This is an optimization exercise on Yosys and OpenROAD, whose aim is small area, not a production implementation.
Function was checked by simulation only, so behaviour that the tests miss may differ from the original.
Power and IR drop assume default switching activity.

==> flow/design.v <==
module dl_keep0(input prev, input q, input en, input rst, output d);
wire m_n = ~(en ? prev : q);
assign d = ~(m_n | rst);
endmodule
module dl_keep1(input prev, input q, input en, input rst_n, output d);
wire m_n = ~(en ? prev : q);
assign d = ~(m_n & rst_n);
endmodule
module dl_flip0(input prev, input rst, output d);
assign d = ~(prev | rst);
endmodule
module dl_flip1(input prev, input rst_n, output d);
assign d = ~(prev & rst_n);
endmodule
module g_not(input a, output y);
assign y = ~a;
endmodule
module fir_tree(input [7:0] x0, input [111:0] d, output [14:0] ra, output [14:0] rb);
wire [7:0] dl1 = d[7:0];
wire [7:0] dl2 = d[15:8];
wire [7:0] dl3 = d[23:16];
wire [7:0] dl4 = d[31:24];
wire [7:0] dl5 = d[39:32];
wire [7:0] dl6 = d[47:40];
wire [7:0] dl7 = d[55:48];
wire [7:0] dl8 = d[63:56];
wire [7:0] dl9 = d[71:64];
wire [7:0] dl10 = d[79:72];
wire [7:0] dl11 = d[87:80];
wire [7:0] dl12 = d[95:88];
wire [7:0] dl13 = d[103:96];
wire [7:0] dl14 = d[111:104];
wire s1, c1; my_ha u_s1(.a(dl4[0]), .b(dl10[0]), .s(s1), .co(c1));
wire s2, c2; my_fa u_s2(.a(dl4[1]), .b(dl10[1]), .c(c1), .s(s2), .co(c2));
wire s3, c3; my_fa u_s3(.a(dl4[2]), .b(dl10[2]), .c(c2), .s(s3), .co(c3));
wire s4, c4; my_fa u_s4(.a(dl4[3]), .b(dl10[3]), .c(c3), .s(s4), .co(c4));
wire s5, c5; my_fa u_s5(.a(dl4[4]), .b(dl10[4]), .c(c4), .s(s5), .co(c5));
wire s6, c6; my_fa u_s6(.a(dl4[5]), .b(dl10[5]), .c(c5), .s(s6), .co(c6));
wire s7, c7; my_fa u_s7(.a(dl4[6]), .b(dl10[6]), .c(c6), .s(s7), .co(c7));
wire s8, c8; my_fa u_s8(.a(dl4[7]), .b(dl10[7]), .c(c7), .s(s8), .co(c8));
wire s9, c9; my_ha u_s9(.a(dl6[0]), .b(dl8[0]), .s(s9), .co(c9));
wire s10, c10; my_fa u_s10(.a(dl6[1]), .b(dl8[1]), .c(c9), .s(s10), .co(c10));
wire s11, c11; my_fa u_s11(.a(dl6[2]), .b(dl8[2]), .c(c10), .s(s11), .co(c11));
wire s12, c12; my_fa u_s12(.a(dl6[3]), .b(dl8[3]), .c(c11), .s(s12), .co(c12));
wire s13, c13; my_fa u_s13(.a(dl6[4]), .b(dl8[4]), .c(c12), .s(s13), .co(c13));
wire s14, c14; my_fa u_s14(.a(dl6[5]), .b(dl8[5]), .c(c13), .s(s14), .co(c14));
wire s15, c15; my_fa u_s15(.a(dl6[6]), .b(dl8[6]), .c(c14), .s(s15), .co(c15));
wire s16, c16; my_fa u_s16(.a(dl6[7]), .b(dl8[7]), .c(c15), .s(s16), .co(c16));
wire s17, c17; my_fa u_s17(.a(dl1[0]), .b(dl2[0]), .c(dl12[0]), .s(s17), .co(c17));
wire s18, c18; my_fa u_s18(.a(dl13[0]), .b(dl14[0]), .c(s1), .s(s18), .co(c18));
wire s19, c19; my_ha u_s19(.a(s9), .b(s17), .s(s19), .co(c19));
wire s20 = ~(dl1[1] ^ dl2[1]); wire c20 = dl1[1] | dl2[1];
wire s21, c21; my_fa u_s21(.a(dl12[1]), .b(dl13[1]), .c(dl14[1]), .s(s21), .co(c21));
wire s22, c22; my_fa u_s22(.a(s1), .b(c17), .c(s20), .s(s22), .co(c22));
wire s23, c23; my_fa u_s23(.a(s21), .b(s2), .c(s10), .s(s23), .co(c23));
wire s24, c24; my_fa u_s24(.a(c18), .b(c19), .c(s22), .s(s24), .co(c24));
wire s25 = ~(dl1[2] ^ dl2[2]); wire c25 = dl1[2] | dl2[2];
wire s26, c26; my_fa u_s26(.a(dl12[2]), .b(dl13[2]), .c(dl14[2]), .s(s26), .co(c26));
wire s27, c27; my_fa u_s27(.a(s9), .b(c20), .c(c21), .s(s27), .co(c27));
wire s28, c28; my_fa u_s28(.a(s25), .b(s26), .c(s2), .s(s28), .co(c28));
wire s29, c29; my_fa u_s29(.a(c22), .b(s27), .c(s3), .s(s29), .co(c29));
wire s30, c30; my_fa u_s30(.a(s11), .b(c23), .c(c24), .s(s30), .co(c30));
wire s31, c31; my_ha u_s31(.a(s28), .b(s29), .s(s31), .co(c31));
wire s32, c32; my_fa u_s32(.a(dl1[3]), .b(dl2[3]), .c(dl5[0]), .s(s32), .co(c32));
wire s33, c33; my_fa u_s33(.a(dl9[0]), .b(dl12[3]), .c(dl13[3]), .s(s33), .co(c33));
wire s34, c34; my_fa u_s34(.a(dl14[3]), .b(s9), .c(c25), .s(s34), .co(c34));
wire s35, c35; my_fa u_s35(.a(c26), .b(s32), .c(s33), .s(s35), .co(c35));
wire s36, c36; my_fa u_s36(.a(s10), .b(c27), .c(s34), .s(s36), .co(c36));
wire s37, c37; my_fa u_s37(.a(s35), .b(s3), .c(c28), .s(s37), .co(c37));
wire s38, c38; my_fa u_s38(.a(s36), .b(s4), .c(s12), .s(s38), .co(c38));
wire s39, c39; my_fa u_s39(.a(c29), .b(c30), .c(s37), .s(s39), .co(c39));
wire s40, c40; my_ha u_s40(.a(c31), .b(s38), .s(s40), .co(c40));
wire s41, c41; my_fa u_s41(.a(dl1[4]), .b(dl2[4]), .c(dl5[1]), .s(s41), .co(c41));
wire s42, c42; my_fa u_s42(.a(dl7[0]), .b(dl9[1]), .c(dl12[4]), .s(s42), .co(c42));
wire s43, c43; my_fa u_s43(.a(dl13[4]), .b(dl14[4]), .c(c32), .s(s43), .co(c43));
wire s44, c44; my_fa u_s44(.a(c33), .b(s41), .c(s42), .s(s44), .co(c44));
wire s45, c45; my_fa u_s45(.a(s10), .b(c34), .c(c35), .s(s45), .co(c45));
wire s46, c46; my_fa u_s46(.a(s43), .b(s44), .c(s11), .s(s46), .co(c46));
wire s47, c47; my_fa u_s47(.a(c36), .b(s45), .c(s4), .s(s47), .co(c47));
wire s48, c48; my_fa u_s48(.a(c37), .b(s46), .c(s5), .s(s48), .co(c48));
wire s49, c49; my_fa u_s49(.a(s13), .b(c38), .c(c39), .s(s49), .co(c49));
wire s50, c50; my_fa u_s50(.a(s47), .b(c40), .c(s48), .s(s50), .co(c50));
wire s51, c51; my_fa u_s51(.a(dl1[5]), .b(dl2[5]), .c(dl5[2]), .s(s51), .co(c51));
wire s52, c52; my_fa u_s52(.a(dl7[1]), .b(dl9[2]), .c(dl12[5]), .s(s52), .co(c52));
wire s53, c53; my_fa u_s53(.a(dl13[5]), .b(dl14[5]), .c(c41), .s(s53), .co(c53));
wire s54, c54; my_fa u_s54(.a(c42), .b(s51), .c(s52), .s(s54), .co(c54));
wire s55, c55; my_fa u_s55(.a(c43), .b(c44), .c(s53), .s(s55), .co(c55));
wire s56, c56; my_fa u_s56(.a(s54), .b(s11), .c(c45), .s(s56), .co(c56));
wire s57, c57; my_fa u_s57(.a(s55), .b(s12), .c(c46), .s(s57), .co(c57));
wire s58, c58; my_fa u_s58(.a(s56), .b(s5), .c(c47), .s(s58), .co(c58));
wire s59, c59; my_fa u_s59(.a(s57), .b(s6), .c(s14), .s(s59), .co(c59));
wire s60, c60; my_fa u_s60(.a(c48), .b(c49), .c(s58), .s(s60), .co(c60));
wire s61, c61; my_ha u_s61(.a(c50), .b(s59), .s(s61), .co(c61));
wire s62, c62; my_fa u_s62(.a(dl1[6]), .b(dl2[6]), .c(dl5[3]), .s(s62), .co(c62));
wire s63, c63; my_fa u_s63(.a(dl7[2]), .b(dl9[3]), .c(dl12[6]), .s(s63), .co(c63));
wire s64, c64; my_fa u_s64(.a(dl13[6]), .b(dl14[6]), .c(c51), .s(s64), .co(c64));
wire s65, c65; my_fa u_s65(.a(c52), .b(s62), .c(s63), .s(s65), .co(c65));
wire s66, c66; my_fa u_s66(.a(c53), .b(c54), .c(s64), .s(s66), .co(c66));
wire s67, c67; my_fa u_s67(.a(s65), .b(c55), .c(s66), .s(s67), .co(c67));
wire s68, c68; my_fa u_s68(.a(s12), .b(c56), .c(s67), .s(s68), .co(c68));
wire s69, c69; my_fa u_s69(.a(s13), .b(c57), .c(s68), .s(s69), .co(c69));
wire s70, c70; my_fa u_s70(.a(s6), .b(c58), .c(s69), .s(s70), .co(c70));
wire s71, c71; my_fa u_s71(.a(s7), .b(s15), .c(c59), .s(s71), .co(c71));
wire s72, c72; my_fa u_s72(.a(c60), .b(s70), .c(c61), .s(s72), .co(c72));
wire s73, c73; my_fa u_s73(.a(dl1[7]), .b(dl2[7]), .c(dl5[4]), .s(s73), .co(c73));
wire s74, c74; my_fa u_s74(.a(dl7[3]), .b(dl9[4]), .c(dl12[7]), .s(s74), .co(c74));
wire s75, c75; my_fa u_s75(.a(dl13[7]), .b(dl14[7]), .c(c62), .s(s75), .co(c75));
wire s76, c76; my_fa u_s76(.a(c63), .b(s73), .c(s74), .s(s76), .co(c76));
wire s77, c77; my_fa u_s77(.a(c64), .b(c65), .c(s75), .s(s77), .co(c77));
wire s78, c78; my_fa u_s78(.a(s76), .b(c66), .c(s77), .s(s78), .co(c78));
wire s79, c79; my_fa u_s79(.a(c67), .b(s78), .c(s13), .s(s79), .co(c79));
wire s80, c80; my_fa u_s80(.a(c68), .b(s14), .c(c69), .s(s80), .co(c80));
wire s81, c81; my_fa u_s81(.a(s79), .b(s7), .c(c70), .s(s81), .co(c81));
wire s82, c82; my_fa u_s82(.a(s80), .b(s8), .c(s16), .s(s82), .co(c82));
wire s83, c83; my_fa u_s83(.a(c71), .b(s81), .c(c72), .s(s83), .co(c83));
wire s84 = ~(dl5[5] ^ dl7[4]); wire c84 = dl5[5] | dl7[4];
wire s85, c85; my_fa u_s85(.a(dl9[5]), .b(c73), .c(c74), .s(s85), .co(c85));
wire s86, c86; my_fa u_s86(.a(s84), .b(c75), .c(c76), .s(s86), .co(c86));
wire s87, c87; my_fa u_s87(.a(s85), .b(c77), .c(s86), .s(s87), .co(c87));
wire s88, c88; my_fa u_s88(.a(c78), .b(s87), .c(s14), .s(s88), .co(c88));
wire s89, c89; my_fa u_s89(.a(c79), .b(s15), .c(c80), .s(s89), .co(c89));
wire s90, c90; my_fa u_s90(.a(s88), .b(c8), .c(s8), .s(s90), .co(c90));
wire s91, c91; my_fa u_s91(.a(c16), .b(c81), .c(s89), .s(s91), .co(c91));
wire s92, c92; my_fa u_s92(.a(c82), .b(s90), .c(s91), .s(s92), .co(c92));
wire s93, c93; my_ha u_s93(.a(c83), .b(s92), .s(s93), .co(c93));
wire s94, c94; my_fa u_s94(.a(dl5[6]), .b(dl7[5]), .c(dl9[6]), .s(s94), .co(c94));
wire s95, c95; my_fa u_s95(.a(c84), .b(s94), .c(c85), .s(s95), .co(c95));
wire s96, c96; my_fa u_s96(.a(c86), .b(s95), .c(c87), .s(s96), .co(c96));
wire s97, c97; my_fa u_s97(.a(s96), .b(s15), .c(c88), .s(s97), .co(c97));
wire s98, c98; my_fa u_s98(.a(c8), .b(s16), .c(c89), .s(s98), .co(c98));
wire s99, c99; my_fa u_s99(.a(s97), .b(c90), .c(c91), .s(s99), .co(c99));
wire s100, c100; my_fa u_s100(.a(s98), .b(c92), .c(s99), .s(s100), .co(c100));
wire s101 = ~(dl5[7] ^ dl7[6]); wire c101 = dl5[7] | dl7[6];
wire s102, c102; my_fa u_s102(.a(dl9[7]), .b(c94), .c(s101), .s(s102), .co(c102));
wire s103, c103; my_fa u_s103(.a(s102), .b(c95), .c(c96), .s(s103), .co(c103));
wire s104, c104; my_fa u_s104(.a(s103), .b(c16), .c(s16), .s(s104), .co(c104));
wire s105, c105; my_fa u_s105(.a(c97), .b(c98), .c(s104), .s(s105), .co(c105));
wire s106, c106; my_ha u_s106(.a(c99), .b(s105), .s(s106), .co(c106));
wire s107 = ~(dl7[7] ^ c101); wire c107 = dl7[7] | c101;
wire s108, c108; my_fa u_s108(.a(c102), .b(s107), .c(c103), .s(s108), .co(c108));
wire s109, c109; my_fa u_s109(.a(s108), .b(c16), .c(c104), .s(s109), .co(c109));
wire s110, c110; my_ha u_s110(.a(c105), .b(s109), .s(s110), .co(c110));
wire s111 = ~(c107 ^ c108); wire c111 = c107 | c108;
wire s112, c112; my_ha u_s112(.a(s111), .b(c109), .s(s112), .co(c112));
wire s113, c113; my_ha u_s113(.a(s18), .b(s19), .s(s113), .co(c113));
wire s114, c114; my_fa u_s114(.a(s23), .b(s24), .c(c113), .s(s114), .co(c114));
wire s115, c115; my_fa u_s115(.a(s30), .b(c114), .c(s31), .s(s115), .co(c115));
wire s116, c116; my_fa u_s116(.a(s39), .b(s40), .c(c115), .s(s116), .co(c116));
wire s117, c117; my_fa u_s117(.a(s49), .b(s50), .c(c116), .s(s117), .co(c117));
wire s118, c118; my_fa u_s118(.a(s60), .b(s61), .c(c117), .s(s118), .co(c118));
wire s119, c119; my_fa u_s119(.a(s71), .b(s72), .c(c118), .s(s119), .co(c119));
wire s120, c120; my_fa u_s120(.a(s82), .b(s83), .c(c119), .s(s120), .co(c120));
assign ra = {1'b1, c111, c110, c106, c100, c93, s93, s120, s119, s118, s117, s116, s115, s114, s113};
assign rb = {1'b0, c112, s112, s110, s106, s100, c120, x0[7], x0[6], x0[5], x0[4], x0[3], x0[2], x0[1], x0[0]};
endmodule
module my_fa(input a, input b, input c, output s, output co);
assign s  = a ^ b ^ c;
assign co = (a & b) | (a & c) | (b & c);
endmodule
module my_ha(input a, input b, output s, output co);
assign s  = a ^ b;
assign co = a & b;
endmodule
module fir_cpa(input [14:0] a, input [14:0] b, output [14:0] s);
wire [15:0] c;
assign c[0] = 1'b0;
my_ha u_ha0(.a(a[0]), .b(b[0]), .s(s[0]), .co(c[1]));
genvar i;
generate for (i = 1; i < 15; i = i + 1) begin : g
    my_fa u_fa(.a(a[i]), .b(b[i]), .c(c[i]), .s(s[i]), .co(c[i+1]));
end endgenerate
endmodule
module sg_exc(input [9:0] n, input [1:0] sel, output reg inc, output reg dec);
always @* begin inc=0; dec=0; case({sel,n})
  12'd0: inc=1;
  12'd48: inc=1;
  12'd96: inc=1;
  12'd120: inc=1;
  12'd192: inc=1;
  12'd216: inc=1;
  12'd312: inc=1;
  12'd384: inc=1;
  12'd768: inc=1;
  12'd792: inc=1;
  12'd816: inc=1;
  12'd840: dec=1;
  12'd888: inc=1;
  12'd1008: inc=1;
  12'd1120: dec=1;
  12'd1264: dec=1;
  12'd1360: dec=1;
  12'd1488: dec=1;
  12'd1600: dec=1;
  12'd1712: dec=1;
  12'd1872: dec=1;
  12'd1904: dec=1;
  12'd2032: dec=1;
  12'd2264: inc=1;
  12'd2408: inc=1;
  12'd2480: dec=1;
  12'd2696: inc=1;
  12'd2768: dec=1;
  12'd2912: dec=1;
  12'd3072: inc=1;
  12'd3112: inc=1;
  12'd3120: dec=1;
  12'd3128: inc=1;
  12'd3168: inc=1;
  12'd3208: inc=1;
  12'd3264: inc=1;
  12'd3320: inc=1;
  12'd3400: inc=1;
  12'd3456: inc=1;
  12'd3512: inc=1;
  12'd3784: inc=1;
  12'd3832: dec=1;
  12'd3840: inc=1;
  12'd3888: dec=1;
  12'd3896: inc=1;
  12'd3944: dec=1;
  12'd4024: dec=1;
  12'd4080: dec=1;
  12'd4088: inc=1;
  default: ; endcase end
endmodule
module signal_generator(input [9:0] n, input [3:0] q9, input [1:0] sel, output [7:0] x);
reg [9:0] u; always @* case(n[4:0])
  5'd0: u = 10'h3ff;
  5'd1: u = 10'h31;
  5'd2: u = 10'h61;
  5'd3: u = 10'h8d;
  5'd4: u = 10'hb3;
  5'd5: u = 10'hd3;
  5'd6: u = 10'heb;
  5'd7: u = 10'hf9;
  5'd8: u = 10'h100;
  5'd9: u = 10'hfa;
  5'd10: u = 10'heb;
  5'd11: u = 10'hd4;
  5'd12: u = 10'hb4;
  5'd13: u = 10'h8e;
  5'd14: u = 10'h61;
  5'd15: u = 10'h32;
  5'd16: u = 10'h3ff;
  5'd17: u = 10'h3cd;
  5'd18: u = 10'h39d;
  5'd19: u = 10'h370;
  5'd20: u = 10'h34a;
  5'd21: u = 10'h32a;
  5'd22: u = 10'h312;
  5'd23: u = 10'h302;
  5'd24: u = 10'h2fe;
  5'd25: u = 10'h303;
  5'd26: u = 10'h312;
  5'd27: u = 10'h32b;
  5'd28: u = 10'h349;
  5'd29: u = 10'h371;
  5'd30: u = 10'h39d;
  5'd31: u = 10'h3ce;
endcase
reg [1:0] q3; always @* case(q9)
  4'd0: q3 = 2'd0;
  4'd1: q3 = 2'd1;
  4'd2: q3 = 2'd2;
  4'd3: q3 = 2'd0;
  4'd4: q3 = 2'd1;
  4'd5: q3 = 2'd2;
  4'd6: q3 = 2'd0;
  4'd7: q3 = 2'd1;
  4'd8: q3 = 2'd2;
  4'd9: q3 = 2'd0;
  4'd10: q3 = 2'd0;
  4'd11: q3 = 2'd0;
  4'd12: q3 = 2'd0;
  4'd13: q3 = 2'd0;
  4'd14: q3 = 2'd0;
  4'd15: q3 = 2'd0;
  default: q3 = 0; endcase
wire [4:0] i0 = {q3, n[2:0]}; reg [8:0] v0; always @* case(i0)
  5'd0: v0 = 9'h0;
  5'd1: v0 = 9'h18a;
  5'd2: v0 = 9'h5b;
  5'd3: v0 = 9'h32;
  5'd4: v0 = 9'h181;
  5'd5: v0 = 9'h32;
  5'd6: v0 = 9'h5b;
  5'd7: v0 = 9'h18b;
  5'd8: v0 = 9'h192;
  5'd9: v0 = 9'h65;
  5'd10: v0 = 9'h21;
  5'd11: v0 = 9'h182;
  5'd12: v0 = 9'h41;
  5'd13: v0 = 9'h4f;
  5'd14: v0 = 9'h185;
  5'd15: v0 = 9'h12;
  5'd16: v0 = 9'h6e;
  5'd17: v0 = 9'h10;
  5'd18: v0 = 9'h184;
  5'd19: v0 = 9'h4f;
  5'd20: v0 = 9'h41;
  5'd21: v0 = 9'h182;
  5'd22: v0 = 9'h22;
  5'd23: v0 = 9'h67;
  default: v0 = 0; endcase
wire [6:0] i1 = {q3, n[4:0]}; reg [8:0] v1; always @* case(i1)
  7'd0: v1 = 9'h1;
  7'd1: v1 = 9'h3c;
  7'd2: v1 = 9'h196;
  7'd3: v1 = 9'h82;
  7'd4: v1 = 9'h18a;
  7'd5: v1 = 9'h52;
  7'd6: v1 = 9'h1e8;
  7'd7: v1 = 9'h1db;
  7'd8: v1 = 9'h5b;
  7'd9: v1 = 9'h188;
  7'd10: v1 = 9'h7e;
  7'd11: v1 = 9'h19f;
  7'd12: v1 = 9'h30;
  7'd13: v1 = 9'hd;
  7'd14: v1 = 9'h1b8;
  7'd15: v1 = 9'h71;
  7'd16: v1 = 9'h181;
  7'd17: v1 = 9'h72;
  7'd18: v1 = 9'h1ba;
  7'd19: v1 = 9'hc;
  7'd20: v1 = 9'h31;
  7'd21: v1 = 9'h1a0;
  7'd22: v1 = 9'h80;
  7'd23: v1 = 9'h188;
  7'd24: v1 = 9'h5c;
  7'd25: v1 = 9'h1da;
  7'd26: v1 = 9'h1e6;
  7'd27: v1 = 9'h54;
  7'd28: v1 = 9'h18b;
  7'd29: v1 = 9'h82;
  7'd30: v1 = 9'h196;
  7'd31: v1 = 9'h3d;
  7'd32: v1 = 9'h194;
  7'd33: v1 = 9'h46;
  7'd34: v1 = 9'h1fa;
  7'd35: v1 = 9'h1ce;
  7'd36: v1 = 9'h68;
  7'd37: v1 = 9'h184;
  7'd38: v1 = 9'h7c;
  7'd39: v1 = 9'h1a8;
  7'd40: v1 = 9'h23;
  7'd41: v1 = 9'h20;
  7'd42: v1 = 9'h1ad;
  7'd43: v1 = 9'h78;
  7'd44: v1 = 9'h183;
  7'd45: v1 = 9'h69;
  7'd46: v1 = 9'h1ca;
  7'd47: v1 = 9'h1fd;
  7'd48: v1 = 9'h41;
  7'd49: v1 = 9'h196;
  7'd50: v1 = 9'h82;
  7'd51: v1 = 9'h18e;
  7'd52: v1 = 9'h4e;
  7'd53: v1 = 9'h1ed;
  7'd54: v1 = 9'h1d6;
  7'd55: v1 = 9'h60;
  7'd56: v1 = 9'h188;
  7'd57: v1 = 9'h7d;
  7'd58: v1 = 9'h1a1;
  7'd59: v1 = 9'h30;
  7'd60: v1 = 9'h10;
  7'd61: v1 = 9'h1b6;
  7'd62: v1 = 9'h76;
  7'd63: v1 = 9'h181;
  7'd64: v1 = 9'h6e;
  7'd65: v1 = 9'h182;
  7'd66: v1 = 9'h76;
  7'd67: v1 = 9'h1b4;
  7'd68: v1 = 9'h11;
  7'd69: v1 = 9'h2e;
  7'd70: v1 = 9'h1a1;
  7'd71: v1 = 9'h7c;
  7'd72: v1 = 9'h187;
  7'd73: v1 = 9'h60;
  7'd74: v1 = 9'h1d8;
  7'd75: v1 = 9'h1ec;
  7'd76: v1 = 9'h4f;
  7'd77: v1 = 9'h18d;
  7'd78: v1 = 9'h80;
  7'd79: v1 = 9'h195;
  7'd80: v1 = 9'h41;
  7'd81: v1 = 9'h1fc;
  7'd82: v1 = 9'h1c8;
  7'd83: v1 = 9'h68;
  7'd84: v1 = 9'h184;
  7'd85: v1 = 9'h79;
  7'd86: v1 = 9'h1ad;
  7'd87: v1 = 9'h1e;
  7'd88: v1 = 9'h22;
  7'd89: v1 = 9'h1a9;
  7'd90: v1 = 9'h7c;
  7'd91: v1 = 9'h184;
  7'd92: v1 = 9'h67;
  7'd93: v1 = 9'h1ce;
  7'd94: v1 = 9'h1fa;
  7'd95: v1 = 9'h45;
  default: v1 = 0; endcase
wire [6:0] i2 = {q9, n[2:0]}; reg [8:0] v2; always @* case(i2)
  7'd0: v2 = 9'h3;
  7'd1: v2 = 9'h1cf;
  7'd2: v2 = 9'h5b;
  7'd3: v2 = 9'h18a;
  7'd4: v2 = 9'h81;
  7'd5: v2 = 9'h18a;
  7'd6: v2 = 9'h5b;
  7'd7: v2 = 9'h1d1;
  7'd8: v2 = 9'h1d7;
  7'd9: v2 = 9'h57;
  7'd10: v2 = 9'h18c;
  7'd11: v2 = 9'h81;
  7'd12: v2 = 9'h189;
  7'd13: v2 = 9'h60;
  7'd14: v2 = 9'h1ca;
  7'd15: v2 = 9'h7;
  7'd16: v2 = 9'h52;
  7'd17: v2 = 9'h18f;
  7'd18: v2 = 9'h80;
  7'd19: v2 = 9'h187;
  7'd20: v2 = 9'h62;
  7'd21: v2 = 9'h1c6;
  7'd22: v2 = 9'hc;
  7'd23: v2 = 9'h28;
  7'd24: v2 = 9'h193;
  7'd25: v2 = 9'h7f;
  7'd26: v2 = 9'h184;
  7'd27: v2 = 9'h66;
  7'd28: v2 = 9'h1c1;
  7'd29: v2 = 9'h11;
  7'd30: v2 = 9'h22;
  7'd31: v2 = 9'h1b5;
  7'd32: v2 = 9'h7e;
  7'd33: v2 = 9'h183;
  7'd34: v2 = 9'h69;
  7'd35: v2 = 9'h1bd;
  7'd36: v2 = 9'h16;
  7'd37: v2 = 9'h1d;
  7'd38: v2 = 9'h1b8;
  7'd39: v2 = 9'h6e;
  7'd40: v2 = 9'h183;
  7'd41: v2 = 9'h6c;
  7'd42: v2 = 9'h1b7;
  7'd43: v2 = 9'h1d;
  7'd44: v2 = 9'h16;
  7'd45: v2 = 9'h1bd;
  7'd46: v2 = 9'h6a;
  7'd47: v2 = 9'h185;
  7'd48: v2 = 9'h6e;
  7'd49: v2 = 9'h1b3;
  7'd50: v2 = 9'h21;
  7'd51: v2 = 9'h11;
  7'd52: v2 = 9'h1c1;
  7'd53: v2 = 9'h66;
  7'd54: v2 = 9'h185;
  7'd55: v2 = 9'h81;
  7'd56: v2 = 9'h1af;
  7'd57: v2 = 9'h27;
  7'd58: v2 = 9'hb;
  7'd59: v2 = 9'h1c6;
  7'd60: v2 = 9'h62;
  7'd61: v2 = 9'h187;
  7'd62: v2 = 9'h81;
  7'd63: v2 = 9'h190;
  7'd64: v2 = 9'h2b;
  7'd65: v2 = 9'h6;
  7'd66: v2 = 9'h1ca;
  7'd67: v2 = 9'h60;
  7'd68: v2 = 9'h189;
  7'd69: v2 = 9'h81;
  7'd70: v2 = 9'h18d;
  7'd71: v2 = 9'h59;
  default: v2 = 0; endcase
wire [5:0] i3 = {q3, n[3:0]}; reg [8:0] v3; always @* case(i3)
  6'd0: v3 = 9'h0;
  6'd1: v3 = 9'h196;
  6'd2: v3 = 9'h18a;
  6'd3: v3 = 9'h1e7;
  6'd4: v3 = 9'h5c;
  6'd5: v3 = 9'h7d;
  6'd6: v3 = 9'h31;
  6'd7: v3 = 9'h1b8;
  6'd8: v3 = 9'h180;
  6'd9: v3 = 9'h1b6;
  6'd10: v3 = 9'h34;
  6'd11: v3 = 9'h7e;
  6'd12: v3 = 9'h58;
  6'd13: v3 = 9'h1e9;
  6'd14: v3 = 9'h188;
  6'd15: v3 = 9'h195;
  6'd16: v3 = 9'h70;
  6'd17: v3 = 9'h74;
  6'd18: v3 = 9'h12;
  6'd19: v3 = 9'h1a2;
  6'd20: v3 = 9'h185;
  6'd21: v3 = 9'h1d8;
  6'd22: v3 = 9'h50;
  6'd23: v3 = 9'h80;
  6'd24: v3 = 9'h3d;
  6'd25: v3 = 9'h1c6;
  6'd26: v3 = 9'h181;
  6'd27: v3 = 9'h1ae;
  6'd28: v3 = 9'h20;
  6'd29: v3 = 9'h79;
  6'd30: v3 = 9'h64;
  6'd31: v3 = 9'h1f9;
  6'd32: v3 = 9'h194;
  6'd33: v3 = 9'h1fa;
  6'd34: v3 = 9'h66;
  6'd35: v3 = 9'h7a;
  6'd36: v3 = 9'h21;
  6'd37: v3 = 9'h1ad;
  6'd38: v3 = 9'h184;
  6'd39: v3 = 9'h1c7;
  6'd40: v3 = 9'h43;
  6'd41: v3 = 9'h81;
  6'd42: v3 = 9'h4d;
  6'd43: v3 = 9'h1d6;
  6'd44: v3 = 9'h184;
  6'd45: v3 = 9'h1a0;
  6'd46: v3 = 9'h10;
  6'd47: v3 = 9'h75;
  default: v3 = 0; endcase
reg [8:0] vh; reg h; reg [2:0] ac; always @* case(sel)
  0: begin vh=v0; h=n[3]; ac=3'h2; end
  1: begin vh=v1; h=n[5]; ac=3'h3; end
  2: begin vh=v2; h=n[3]; ac=3'h2; end
  3: begin vh=v3; h=n[4]; ac=3'h3; end
endcase
wire inc, dec; sg_exc u_exc(.n(n), .sel(sel), .inc(inc), .dec(dec));
wire [10:0] vn = {11{h}} ^ {{2{vh[8]}}, vh};
wire [10:0] sum = {{1{u[9]}}, u} + vn + ({{8{ac[2]}}, ac} & {11{h}});
assign x = (sum[9:2] + {{7{dec}},inc|dec}) ^ 8'h7f;
endmodule
module g_nand2(input a, input b, output y);  assign y = ~(a & b); endmodule
module g_nand3(input a, input b, input c, output y);  assign y = ~(a & b & c); endmodule
module g_nand4(input a, input b, input c, input d, output y);  assign y = ~(a & b & c & d); endmodule
module g_nor2(input a, input b, output y);  assign y = ~(a | b); endmodule
module g_nor4(input a, input b, input c, input d, output y);  assign y = ~(a | b | c | d); endmodule
module g_inv(input a, output y);  assign y = ~a; endmodule
module g_a222oi(input a1, input a2, input b1, input b2, input c1, input c2, output y);
    assign y = ~((a1 & a2) | (b1 & b2) | (c1 & c2));
endmodule
module ram_rdec(input [5:0] a, output [63:0] s);
wire [5:0] an;
wire [7:0] pl, ph;
genvar i, j;
generate
    for (i = 0; i < 6; i = i + 1) begin : ginv
        g_inv u(.a(a[i]), .y(an[i]));
    end
    for (i = 0; i < 8; i = i + 1) begin : gpre
        g_nand3 ul(.a((i & 1) != 0 ? a[0] : an[0]), .b((i & 2) != 0 ? a[1] : an[1]), .c((i & 4) != 0 ? a[2] : an[2]), .y(pl[i]));
        g_nand3 uh(.a((i & 1) != 0 ? a[3] : an[3]), .b((i & 2) != 0 ? a[4] : an[4]), .c((i & 4) != 0 ? a[5] : an[5]), .y(ph[i]));
    end
    for (j = 0; j < 8; j = j + 1) begin : gh
        for (i = 0; i < 8; i = i + 1) begin : gl
            g_nor2 u(.a(pl[i]), .b(ph[j]), .y(s[j*8+i]));
        end
    end
endgenerate
endmodule
module ram_rbit(input [63:0] d, input [63:0] s, output q);
wire [21:0] t;
wire [5:0] u;
wire [1:0] v;
genvar i;
generate
    for (i = 0; i < 21; i = i + 1) begin : ga
        g_a222oi ua(.a1(s[3*i]), .a2(d[3*i]), .b1(s[3*i+1]), .b2(d[3*i+1]), .c1(s[3*i+2]), .c2(d[3*i+2]), .y(t[i]));
    end
endgenerate
g_nand2 ul(.a(s[63]), .b(d[63]), .y(t[21]));
g_nand4 u0(.a(t[0]),  .b(t[1]),  .c(t[2]),  .d(t[3]),  .y(u[0]));
g_nand4 u1(.a(t[4]),  .b(t[5]),  .c(t[6]),  .d(t[7]),  .y(u[1]));
g_nand4 u2(.a(t[8]),  .b(t[9]),  .c(t[10]), .d(t[11]), .y(u[2]));
g_nand4 u3(.a(t[12]), .b(t[13]), .c(t[14]), .d(t[15]), .y(u[3]));
g_nand4 u4(.a(t[16]), .b(t[17]), .c(t[18]), .d(t[19]), .y(u[4]));
g_nand2 u5(.a(t[20]), .b(t[21]), .y(u[5]));
g_nor4  v0(.a(u[0]), .b(u[1]), .c(u[2]), .d(u[3]), .y(v[0]));
g_nor2  v1(.a(u[4]), .b(u[5]), .y(v[1]));
g_nand2 w0(.a(v[0]), .b(v[1]), .y(q));
endmodule
module top_full_design
    #(
        parameter NB_ADDR = 6,
        parameter NB_DATA = 8
    )
    (
        output [NB_DATA - 1 : 0] o_log_data_from_ram,
        output o_log_ram_full,
        input [2:0] i_enable,
        input [1:0] i_sel,
        input i_reset,
        input clock
    );
reg [9:0] gen_cnt;
reg [3:0] gen_q9;
wire gen_clr = ~i_reset | ~i_enable[0];
always @(posedge clock or posedge gen_clr) begin
    if (gen_clr) begin
        gen_cnt <= 10'd0;
        gen_q9  <= 4'd0;
    end else begin
        gen_cnt <= gen_cnt + 10'd1;
        gen_q9  <= (&gen_cnt || gen_q9 == 4'd8) ? 4'd0 : gen_q9 + 4'd1;
    end
end
reg [1:0] sel_prev;
reg [1:0] sel;
always @(posedge clock) begin
    if (~i_reset) begin
        sel_prev <= 2'b00;
        sel      <= 2'b00;
    end else begin
        sel_prev <= i_sel;
        sel      <= sel ^ (i_sel & ~sel_prev);
    end
end
wire [7:0] x0s;
signal_generator u_gen (.n(gen_cnt), .q9(gen_q9), .sel(sel), .x(x0s));
localparam [8*15-1:0] POL = {
    8'h7f, 8'h7f, 8'h7f,                       
    8'h80, 8'h80, 8'h80, 8'h80, 8'h80, 8'h80,  
    8'h80, 8'h80,                              
    8'h7f, 8'h7f, 8'h7f, 8'h7f };              
wire [7:0] dl [0:14];
assign dl[0] = x0s;
wire dl_rst;
g_not u_dl_rst(.a(i_reset), .y(dl_rst));
genvar gk, gi;
generate
    for (gk = 1; gk <= 14; gk = gk + 1) begin : gdl
        for (gi = 0; gi < 8; gi = gi + 1) begin : gbit
            localparam P  = POL[8*gk + gi];
            localparam FL = POL[8*gk + gi] ^ POL[8*(gk-1) + gi];
            reg q;
            wire d;
            if (FL) begin : gflip
                if (P) begin : g1
                    dl_flip1 u(.prev(dl[gk-1][gi]), .rst_n(i_reset), .d(d));
                end else begin : g0
                    dl_flip0 u(.prev(dl[gk-1][gi]), .rst(dl_rst), .d(d));
                end
                always @(posedge clock)
                    if (dl_rst | i_enable[0]) q <= d;
            end else begin : gkeep
                if (P) begin : g1
                    dl_keep1 u(.prev(dl[gk-1][gi]), .q(q), .en(i_enable[0]), .rst_n(i_reset), .d(d));
                end else begin : g0
                    dl_keep0 u(.prev(dl[gk-1][gi]), .q(q), .en(i_enable[0]), .rst(dl_rst), .d(d));
                end
                always @(posedge clock) q <= d;
            end
            assign dl[gk][gi] = q;
        end
    end
endgenerate
wire [14:0] ra, rb;
fir_tree u_tree(.x0(x0s), .d({dl[14], dl[13], dl[12], dl[11], dl[10], dl[9], dl[8],
                            dl[7], dl[6], dl[5], dl[4], dl[3], dl[2], dl[1]}),
                .ra(ra), .rb(rb));
reg [14:0] ra_r, rb_r;
always @(posedge clock) begin
    ra_r <= ra;
    rb_r <= rb;
end
wire [14:0] acc;
fir_cpa u_cpa(.a(ra_r), .b(rb_r), .s(acc));
wire sat_ok = (acc[14] == acc[13]);
wire [7:0] y = sat_ok ? {acc[14], acc[12:6]} : {acc[14], {7{~acc[14]}}};
reg [7:0] y2, y3;
always @(posedge clock) begin
    y2 <= y;
    y3 <= y2;
end
reg        run;
reg [5:0]  wc;
reg        full;
wire       wc_last = &wc;
always @(posedge clock) begin
    if (~i_reset)      run <= 1'b0;
    else if (~run)     run <= i_enable[1] & ~full;
    else               run <= ~wc_last;
    if (~run) wc <= 6'd0;
    else      wc <= wc + 6'd1;
    if (~i_reset | ~i_enable[1]) full <= 1'b0;
    else if (wc_last)            full <= 1'b1;
end
reg [7:0] mem [0:63];
always @(posedge clock) begin
    if (run) mem[wc] <= y3;
end
reg [5:0] rd_addr;
reg       rd_inc, rd_rstn;
wire [5:0] rd_cnt = rd_rstn ? rd_addr + {5'd0, rd_inc} : 6'd0;
reg [7:0] rd_data, dout;
wire [63:0] rd_sel;
wire [7:0] rd_mux;
wire [511:0] mem_flat;
genvar gw, gb;
generate
    for (gw = 0; gw < 64; gw = gw + 1) begin : gmem
        assign mem_flat[gw*8 +: 8] = mem[gw];
    end
    for (gb = 0; gb < 8; gb = gb + 1) begin : grd
        wire [63:0] col;
        for (gw = 0; gw < 64; gw = gw + 1) begin : gc
            assign col[gw] = mem_flat[gw*8 + gb];
        end
        ram_rbit u_rbit(.d(col), .s(rd_sel), .q(rd_mux[gb]));
    end
endgenerate
ram_rdec u_rdec(.a(rd_addr), .s(rd_sel));
always @(posedge clock) begin
    rd_rstn <= i_reset;
    rd_inc  <= i_enable[2];
    rd_addr <= rd_cnt;
    rd_data <= rd_mux;
    dout    <= rd_data;
end
assign o_log_data_from_ram = dout;
assign o_log_ram_full = full;
endmodule
==> flow/flow/run.sh <==
#!/bin/bash
# The standard layout (the standard.sh, unchanged synthesis, floorplan, placement,
# routing), with clock tree synthesis told not to add dummy loads for balancing.
set -euo pipefail
export CTS_ARGS="-sink_clustering_enable -repair_clock_nets -sink_clustering_size 16 -sink_clustering_max_diameter 60 -buf_list sky130_fd_sc_hd__clkbuf_8 -dont_use_dummy_load"
bash standard.sh finish > standard.log 2>&1
==> flow/standard.sh <==
#!/bin/bash
# synth_recipe.tcl (not shown) runs the flow's synth.tcl, then flattens the netlist and writes it again
# the make line also repeats each setting of config.mk as NAME=value (left out here)
make -C /OpenROAD-flow-scripts/flow DESIGN_CONFIG=/design/flow/config.mk WORK_HOME=/design/flow/orfs CLKGATE_MAP_FILE= SYNTH_SCRIPT=/design/flow/synth_recipe.tcl "${@:-finish}"
==> flow/config.mk <==
export PLATFORM = sky130hd
export DESIGN_NAME = top_full_design
export DESIGN_NICKNAME = top_full_design
export VERILOG_FILES = /design/flow/design.v
export SDC_FILE = /design/flow/constraint.sdc
export NUM_CORES = 4
export LEC_CHECK = 0
export CAP_MARGIN = 0
export CORE_MARGIN = 2
export CORE_UTILIZATION = 60
export CTS_BUF_LIST = sky130_fd_sc_hd__clkbuf_8
export CTS_CLUSTER_DIAMETER = 60
export CTS_CLUSTER_SIZE = 16
export SLEW_MARGIN = 0
export SYNTH_HIERARCHICAL = 1
export SYNTH_MEMORY_MAX_BITS = 16384
==> flow/constraint.sdc <==
create_clock -name core_clock -period 8.0 [get_ports {clock}]
set_input_delay 1.6000 -clock core_clock [delete_from_list [all_inputs] [get_ports {clock}]]
set_output_delay 1.6000 -clock core_clock [all_outputs]
set_load 0.01 [all_outputs]
==> qor.json <==
{
  "powerDensity": {"value": 252.3, "unit": "nW/um^2"},
  "slew_at_the_pin_closest_to_its_max_slew_limit": {"value": 1.225, "unit": "ns"},
  "p_clk_frac": {"value": 0.194},
  "worst_setup_path_class": {"value": "reg2reg"},
  "max_slew_margin": {"value": 0.1768},
  "netlist_area": {"value": 32800, "unit": "sq um"},
  "cts_num_sinks": {"value": 720},
  "fillerInstances": {"value": 4047},
  "ys_warn_count": {"value": 9},
  "switchingPower": {"value": 2541, "unit": "uW"},
  "synth_mux_area_frac": {"value": 0.03688},
  "critical_path_arrival": {"value": 7.47, "unit": "ns"},
  "timing.final.max_slew_violations": {"value": 0},
  "rows": {"value": 85},
  "cts_root_buf": {"value": "sky130_fd_sc_hd__clkbuf_8"},
  "synth_nets": {"value": 2669},
  "floorplan.die_area": {"value": 56560, "unit": "sq um"},
  "grt_pass1_wl": {"value": 132600, "unit": "um"},
  "detailedRoute.firstPassIterationCount": {"value": 8},
  "timing.final.ws_setup": {"value": 1.043, "unit": "ns"},
  "chipWidth": {"value": 237.8, "unit": "um"},
  "worst_setup_path_end_kind": {"value": "register"},
  "synth.avg_cell_area": {"value": 13.24, "unit": "sq um"},
  "grt_overflow": {"value": 0},
  "start_util": {"value": 0.6084},
  "grt_antenna_before_repair": {"value": 1},
  "arithmetic_cell_share_of_the_synthesized_area_counting_full_adders_half_adders_and_majority_gates": {"value": 0.09780},
  "grt_max_degree": {"value": 65},
  "timing.clock.skew": {"value": 0.1140, "unit": "ns"},
  "num_vias": {"value": 21760},
  "post-cts-setup-buffers": {"value": 0},
  "initialDrtViolationCount": {"value": 3199},
  "synthSimpleGateAreaFrac": {"value": 0.1026},
  "place_ws": {"value": 1.163, "unit": "ns"},
  "cts_h_tree_lvls": {"value": 2},
  "slowest_stage": {"value": "sky130_fd_sc_hd__o22a_1"},
  "drc_viols": {"value": 0},
  "clk-insertion-delay-late": {"value": 0.70, "unit": "ns"},
  "finalHoldViolations": {"value": 0},
  "grt_pass1_vias": {"value": 21060},
  "switching_share": {"value": 0.2949},
  "via_count_normalized_by_instance_count": {"value": 6.917},
  "synthesized_flop_and_latch_total": {"value": 720},
  "combinationalPowerShare": {"value": 0.259},
  "critical-path-max-stage-delay": {"value": 0.79, "unit": "ns"},
  "grt_setup_unrepaired": {"value": "false"},
  "port_buffers": {"value": 15},
  "design.final.nets": {"value": 2643},
  "max_clock_freq": {"value": 0.1437, "unit": "GHz"},
  "cts_tree": {"value": "yes"},
  "cts_buffer_depth": {"value": 3},
  "fin_crit": {"value": 6.957, "unit": "ns"},
  "combinational_family_with_the_most_area_after_synthesis": {"value": "compound AO/OA/AOI/OAI gates"},
  "synth.lib_cells_used.distinct": {"value": 85},
  "design.core.area": {"value": 53920, "unit": "sq um"},
  "yosys.area_share.xor_xnor": {"value": 0.01442},
  "status": {"value": "finished clean"},
  "worst_setup_hold_path_clk_slew": {"value": 0.10, "unit": "ns"},
  "worst_ep_required_time": {"value": 8.52, "unit": "ns"},
  "netlist_instances": {"value": 2477},
  "die_h": {"value": 237.8, "unit": "um"},
  "power_report.internal_total": {"value": 6076, "unit": "uW"},
  "cts.repair.resized": {"value": 0},
  "critical_path.max_fanout": {"value": 29},
  "areaGrowthSynthToFinish": {"value": 4.097, "unit": "%"},
  "synth_edf_count": {"value": 528},
  "setup-violations-final": {"value": 0},
  "finalHoldWorstSlack": {"value": 0.2913, "unit": "ns"},
  "wl": {"value": 88170, "unit": "um"},
  "grt_use_total": {"value": 0.3134},
  "post_route_cells_drive_above_1_share": {"value": 0.05798},
  "cts_hold_buf": {"value": 0},
  "synth_flop_cell": {"value": "sky130_fd_sc_hd__edfxtp_1"},
  "cellLeakagePower": {"value": 0.01162, "unit": "uW"},
  "routedWlPerCell": {"value": 28.02, "unit": "um"},
  "seqPwrFrac": {"value": 0.547},
  "gp_congestion": {"value": 0.9540},
  "max_cap_violations": {"value": 0},
  "hold_class": {"value": "reg2reg"},
  "drt.antenna.violating_nets": {"value": 0},
  "num_io_pins": {"value": 16},
  "critPathLaunchType": {"value": "register"},
  "asr_flop_ratio_synth": {"value": 0.01944},
  "final.setup.tns": {"value": 0, "unit": "ns"},
  "tritoncts.num_buffers": {"value": 54},
  "synthesized_area_fraction_occupied_by_ao_oa_aoi_and_oai_cells": {"value": 0.1182},
  "timing.final.crit_share": {"value": 0.8696},
  "detailed_place_hpwl": {"value": 59840, "unit": "um"},
  "synth_seq_area_share": {"value": 0.6026},
  "vdd_ir_drop_max": {"value": 0.0002659, "unit": "V"}
}
==> power by group through the flow <==
stage | sequential, uW | clock (uW) | combinational [uW]
after floorplan | 4960 | 0 | 1910
after global placement | 4790 | 0 | 2210
after detailed placement | 4800 | 0 | 2260
after CTS | 4710 | 1710 | 2280
after global routing | 4730 | 1840 | 2560
final | 4710 | 1670 | 2230
==> layer usage <==
layer	vias to the layer above	track usage	routed length (um)
met5	-	0	0
met4	0	0.1029	2876
met3	187	0.05599	9650
met2	1339	0.4643	39180
met1	10810	0.4734	36460
li1	9430	-	-
==> synth_stat cells (50+ instances only) <==
cell                       instances  area share
sky130_fd_sc_hd__a21oi_1          86       0.013
sky130_fd_sc_hd__a222oi_1        169       0.052
sky130_fd_sc_hd__dfxtp_1         178        0.11
sky130_fd_sc_hd__edfxtp_1        528        0.48
sky130_fd_sc_hd__fa_1            119       0.073
sky130_fd_sc_hd__ha_1             66       0.025
sky130_fd_sc_hd__inv_1            55      0.0063
sky130_fd_sc_hd__mux2i_1         104       0.032
sky130_fd_sc_hd__nand2_1         188       0.022
sky130_fd_sc_hd__nand3_1          50      0.0076
sky130_fd_sc_hd__nor2_1          270       0.031
sky130_fd_sc_hd__o21ai_0          84       0.013
==> flip-flops by register name, summed over array words and instances, names as in the netlist, 8 cells and up <==
| signal | cells |
|---|---|
| y2 | 8 |
| ra_r | 15 |
| y3 | 8 |
| dout | 8 |
| rd_data | 8 |
| rb_r | 15 |
| gdl.gbit.q | 112 |
| gen_cnt | 10 |
| mem | 512 |
==> final timing paths <==
check / startpoint / to / slack [ns] / depth (start not counted)
max: gen_q9[1] / gdl[1].gbit[7].q / 1.04 / 29
min: y2[5] / y3[5] / 0.29 / 0
max reg2reg: gen_q9[1] / gdl[1].gbit[7].q / 1.04 / 29
min reg2reg: y2[5] / y3[5] / 0.29 / 0
max in group asynchronous: i_reset / gen_cnt[3] / 5.52 / 3
min in group asynchronous: i_enable[0] / gen_cnt[4] / 1.69 / 2
==> Yosys stat by module, one instance, submodules excluded, a selection <==
module | flip-flops and latches | times used | cells | cell area (sq um)
g_nor4 | 0 | 8 | 1 | 12.51
g_nor2 | 0 | 72 | 1 | 3.754
sg_exc | 0 | 1 | 104 | 675.6
dl_flip1 | 0 | 8 | 1 | 3.754
g_nand3 | 0 | 16 | 1 | 5.005
dl_keep0 | 0 | 54 | 2 | 13.76
my_ha | 0 | 12 | 1 | 12.51
g_nand4 | 0 | 40 | 1 | 6.256
signal_generator | 0 | 1 | 713 | 4414
g_inv | 0 | 6 | 1 | 3.754
dl_keep1 | 0 | 42 | 2 | 13.76
g_a222oi | 0 | 168 | 1 | 10.01
top_full_design | 720 | 1 | 930 | 20960
==> cells by family (layout without fill, tap and decap cells) <==
logic type / Yosys count / after routing
AOI/OAI and AO/OA: 506 / 506
xor gates and xnor gates: 54 / 54
adders and majority gates: 185 / 185
buffers and inverters: 185 / 157
DFF: 720 / 720
muxes: 112 / 112
other: 2 / 3
and+or+nand+nor: 713 / 713
==> worst max-delay path, delay by kind of cell (launching register included) <==
kind / cells / cell delay [ns]
buf+inv: 2 / 0.52
flops: 1 / 0.33
xor+xnor: 5 / 0.69
mux: 2 / 0.35
simple gates: 7 / 0.87
fa+ha+maj: 4 / 1.26
compound gates: 9 / 2.84
==> layout make-up <==
cell class,count,area [sq um],area share
flip-flops and latches,720,19790,0.5794
multi-input cells,1572,12140,0.3555
well taps,696,870.8,0.02550
clock buffers,54,743.2,0.02176
repair buffers,46,391.6,0.01147
inverters,57,214.0,0.006266
diodes,1,2.502,0.00007328
==> layout by cell type (no fill, tap or decap), types with 8 or more instances in the layout <==
cell                                n
sky130_fd_sc_hd__o21ai_0           84
sky130_fd_sc_hd__buf_4             30
sky130_fd_sc_hd__dfrtp_1           11
sky130_fd_sc_hd__clkbuf_8          54
sky130_fd_sc_hd__a222oi_1         169
sky130_fd_sc_hd__o211ai_1          25
sky130_fd_sc_hd__a31oi_1           14
sky130_fd_sc_hd__clkdlybuf4s50_1   13
sky130_fd_sc_hd__nand2b_1          19
sky130_fd_sc_hd__dfxtp_2            8
sky130_fd_sc_hd__ha_1              66
sky130_fd_sc_hd__inv_1             54
sky130_fd_sc_hd__a221oi_1           8
sky130_fd_sc_hd__a21oi_1           86
sky130_fd_sc_hd__and2_1            21
sky130_fd_sc_hd__nor2_1           270
sky130_fd_sc_hd__nor2_2             9
sky130_fd_sc_hd__fa_1             119
sky130_fd_sc_hd__a211oi_1          21
sky130_fd_sc_hd__o22ai_1            8
sky130_fd_sc_hd__o311ai_0          10
sky130_fd_sc_hd__nor2b_1           13
sky130_fd_sc_hd__xnor2_1           31
sky130_fd_sc_hd__nand4_1           48
sky130_fd_sc_hd__xor2_1            23
sky130_fd_sc_hd__nor4_2             9
sky130_fd_sc_hd__mux2i_1          104
sky130_fd_sc_hd__or3_1              8
sky130_fd_sc_hd__dfxtp_1          170
sky130_fd_sc_hd__nor3_1            26
sky130_fd_sc_hd__nand3_1           50
sky130_fd_sc_hd__nand2_1          188
sky130_fd_sc_hd__edfxtp_1         528
==> metrics by stage <==
stage,power [uW],util,std cells,instance area [sq um]
floorplan,6868,-,2477,32800
global placement,6999,0.6195,3091,33400
detailed placement,7053,0.6195,3091,33400
finish,8617,0.6333,3146,34150
CTS,8699,0.6333,3145,34150
global route,9131,0.6333,3146,34150

==> separate check: timing with driven ports <==
The results above use ideal ports. As a check the final layout listed here was re-extracted and re-timed, cells and wires unchanged. Step 1 assumes that a clkbuf_16 drives the clock port and a buf_2 every other input. Step 2 times the ports against the registers' clock, not the clock port: input delays grow and output delays shrink by t, the midpoint of the rising clock arrivals with the driver on. Slacks: ideal / step 1 / step 2; pairs: ideal / step 1.
t, ns: 0.707
slack for setup (ns): 1.043 / 1.043 / 1.043
latest minus earliest clock arrival (ns): 0.121 / 0.121
After both steps setup and hold are still met in this run. For this run, drivers alone change the setup slack by 0.000 ns; drivers and shift together by 0.000 ns.
